Source: an optimization exercise on an open RTL-to-GDS flow (aim: small area). Production flows keep margins and buffers that such runs may drop.
Power figures rest on the tool's default switching activity, not on a simulated workload.

## willow
==> flow/design.v (excerpt) <==
module timer_mary89(clock, reset, adjust, start_stop, mode, d5, d4, d3, d2, d1, d0);
	input            clock, reset, adjust, start_stop, mode;
	output reg [3:0] d5, d4, d3, d2, d1, d0;
	localparam [4:0] s0=5'd0, s1=5'd1, s2=5'd2, s3=5'd3, s4=5'd4, s5=5'd5, s6=5'd6,
	                 s7=5'd7, s8=5'd8, s9=5'd9, s10=5'd10, s11=5'd11, s12=5'd12,
	                 s13=5'd13, s14=5'd14, s15=5'd15, s16=5'd16, s17=5'd17, s18=5'd18,
	                 s19=5'd19;
	reg [4:0] state;
	reg [5:0] tick;      
	reg [4:0] flash;     
	reg       h;         
	reg [3:0] c0; reg [2:0] c1; reg [3:0] c2; reg [2:0] c3; reg [1:0] c4; reg c5;
	reg [3:0] k0; reg [2:0] k1; reg [3:0] k2; reg [2:0] k3; reg [1:0] k4; reg k5;
	reg [3:0] a0; reg [2:0] a1; reg a2;
	reg [3:0] al0, al1, al2; reg [2:0] al4;
	wire click = (tick[4] & ~tick[2] & ~tick[1] & ~tick[0]);
	wire tfb = tick[5] ^ tick[4];
	always @(posedge clock or negedge reset)
		if (!reset) tick <= 6'd49;
		else tick <= {tick[4:0], tfb ^ click};
	wire fl = (~flash[3] & ~flash[1] & ~flash[0]);
	wire ffb = flash[4] ^ flash[2];
	always @(posedge clock or negedge reset)
		if (!reset) flash <= 5'd9;
		else flash <= {flash[3:0], ffb ^ fl};
	wire [3:0] hv = {h, 1'b0, h, h};
	wire st0 = (state == s0);
	always @(posedge clock)
		if (st0) h <= 1'b0;
		else if (fl) h <= ~h;
	always @(posedge clock or negedge reset) begin
		if (!reset) state <= s0;
		else case (state)
			s0:  state <= s1;
			s1:  if (mode) state <= s2;
			s2:  if (start_stop) state <= s3; else if (mode) state <= s1;
			s3:  if (adjust) state <= s8; else if (start_stop) state <= s10; else if (mode) state <= s9;
			s4:  if (mode) state <= s5; else if (start_stop) state <= s6;
			s5:  if (mode) state <= s4; else if (start_stop) state <= s7;
			s6:  if (adjust) state <= s8;
			s7:  if (adjust) state <= s8;
			s8:  if (adjust) state <= s4; else if (start_stop) state <= s18;
			s9:  if (mode) state <= s3; else if (adjust) state <= s11;
			s10: if (start_stop) state <= s3; else if (adjust) state <= s8;
  ...
Size: roughly 540 cells after synthesis, roughly 74 flip-flops, about 29 I/O pins, roughly 4600 um^2 of cells after synthesis.
Settings: LEC_CHECK=0, CAP_MARGIN=20, CORE_MARGIN=2, CORE_UTILIZATION=40, SLEW_MARGIN=20; clock period 5.0 ns.
standard.sh (not shown) runs the stock make flow with config.mk's settings and CLKGATE_MAP_FILE= SYNTH_SCRIPT=/design/flow/synth_recipe.tcl, a recipe that flattens the netlist after the stock synthesis.
==> flow/flow/run.sh <==
#!/bin/bash
# Own layout flow: the standard ORFS flow (standard synthesis unchanged), with
# buf_1 port buffers and a clock tree of small buffers without dummy loads.
set -euo pipefail
CTS="-sink_clustering_enable -repair_clock_nets -dont_use_dummy_load -buf_list sky130_fd_sc_hd__clkbuf_4 -sink_clustering_size 15 -sink_clustering_max_diameter 60"
bash standard.sh "CTS_ARGS=$CTS" "BUFFER_PORTS_ARGS=-buffer_cell sky130_fd_sc_hd__buf_1" GPL_KEEP_OVERFLOW=0 finish > flow_orfs.log 2>&1
Per the final summary, willow finished and its layout is clean on timing, DRC and antenna.
For nickel, these inputs were changed with respect to willow:
==> flow/run.sh (new file) <==
#!/bin/bash
# synth_recipe.tcl (not shown) runs the flow's synth.tcl, then flattens the netlist and writes it again
# the make line also repeats each setting of config.mk as NAME=value (left out here)
make -C /OpenROAD-flow-scripts/flow DESIGN_CONFIG=/design/flow/config.mk WORK_HOME=/design/flow/orfs CLKGATE_MAP_FILE= SYNTH_SCRIPT=/design/flow/synth_recipe.tcl finish
removed: flow/flow/run.sh
removed: flow/standard.sh
Findings:
- The data arrival time of the critical path number comes out lower for nickel vs willow.
- Between nickel and willow, it is nickel whose setup slack is higher, by 190 ps.
- When nickel is set beside willow, its HPWL after detailed placement turns out to be 130 um larger.
- Re initial core utilization: no difference whatsoever between nickel and willow.
- Across both runs, first-iteration DRC count was higher for nickel than for willow.
- Looking only at global-route usage, and setting everything else aside, the lower value of willow and nickel goes to willow.
- Compared with willow, nickel shows global placement routability congestion that has gone up by a few percent.
--- input diff nickel..tundra ---
- an added GPL_TIMING_DRIVEN of 0
Findings:
- tundra finished every stage and its layout cleared the timing, DRC and antenna checks.
- tundra against nickel: total routed wirelength moved up, biggest cell delay along the critical path moved up, total power divided by cell area moved up.
Function was not checked in any run of this note: the RTL went through the layout flow alone.

-- re-timing with driven ports --
In the flow no input, the clock included, has a driving cell. The finished layouts below were timed again as built, in two steps.
Step 1 sets driving cells, clkbuf_16 on the clock port and buf_2 on the other inputs (assumed; they add their load-dependent delay and slew).
Step 2 adds t to the input delays and takes it off the output delays; t is the mean of the earliest and latest rising clock arrival at the registers after step 1. Input paths then give back, and output paths get back, about the clock's delay inside the block.
Three values: no drivers, after step 1, after step 2; two values: the first two.
run	shift t [ns]	slack for setup (ns)	worst hold slack (ns)	worst slew at a driven data input, ns	pins driven straight from the clock port
willow	0.458	0.473 / 0.442 / 0.900	0.365 / 0.365 / 0.365	0.03	1
nickel	0.389	0.660 / 0.621 / 1.010	0.350 / 0.350 / 0.350	0.03	1
tundra	0.376	0.551 / 0.516 / 0.891	0.354 / 0.354 / 0.354	0.03	1
After both steps every run listed still meets setup and hold.
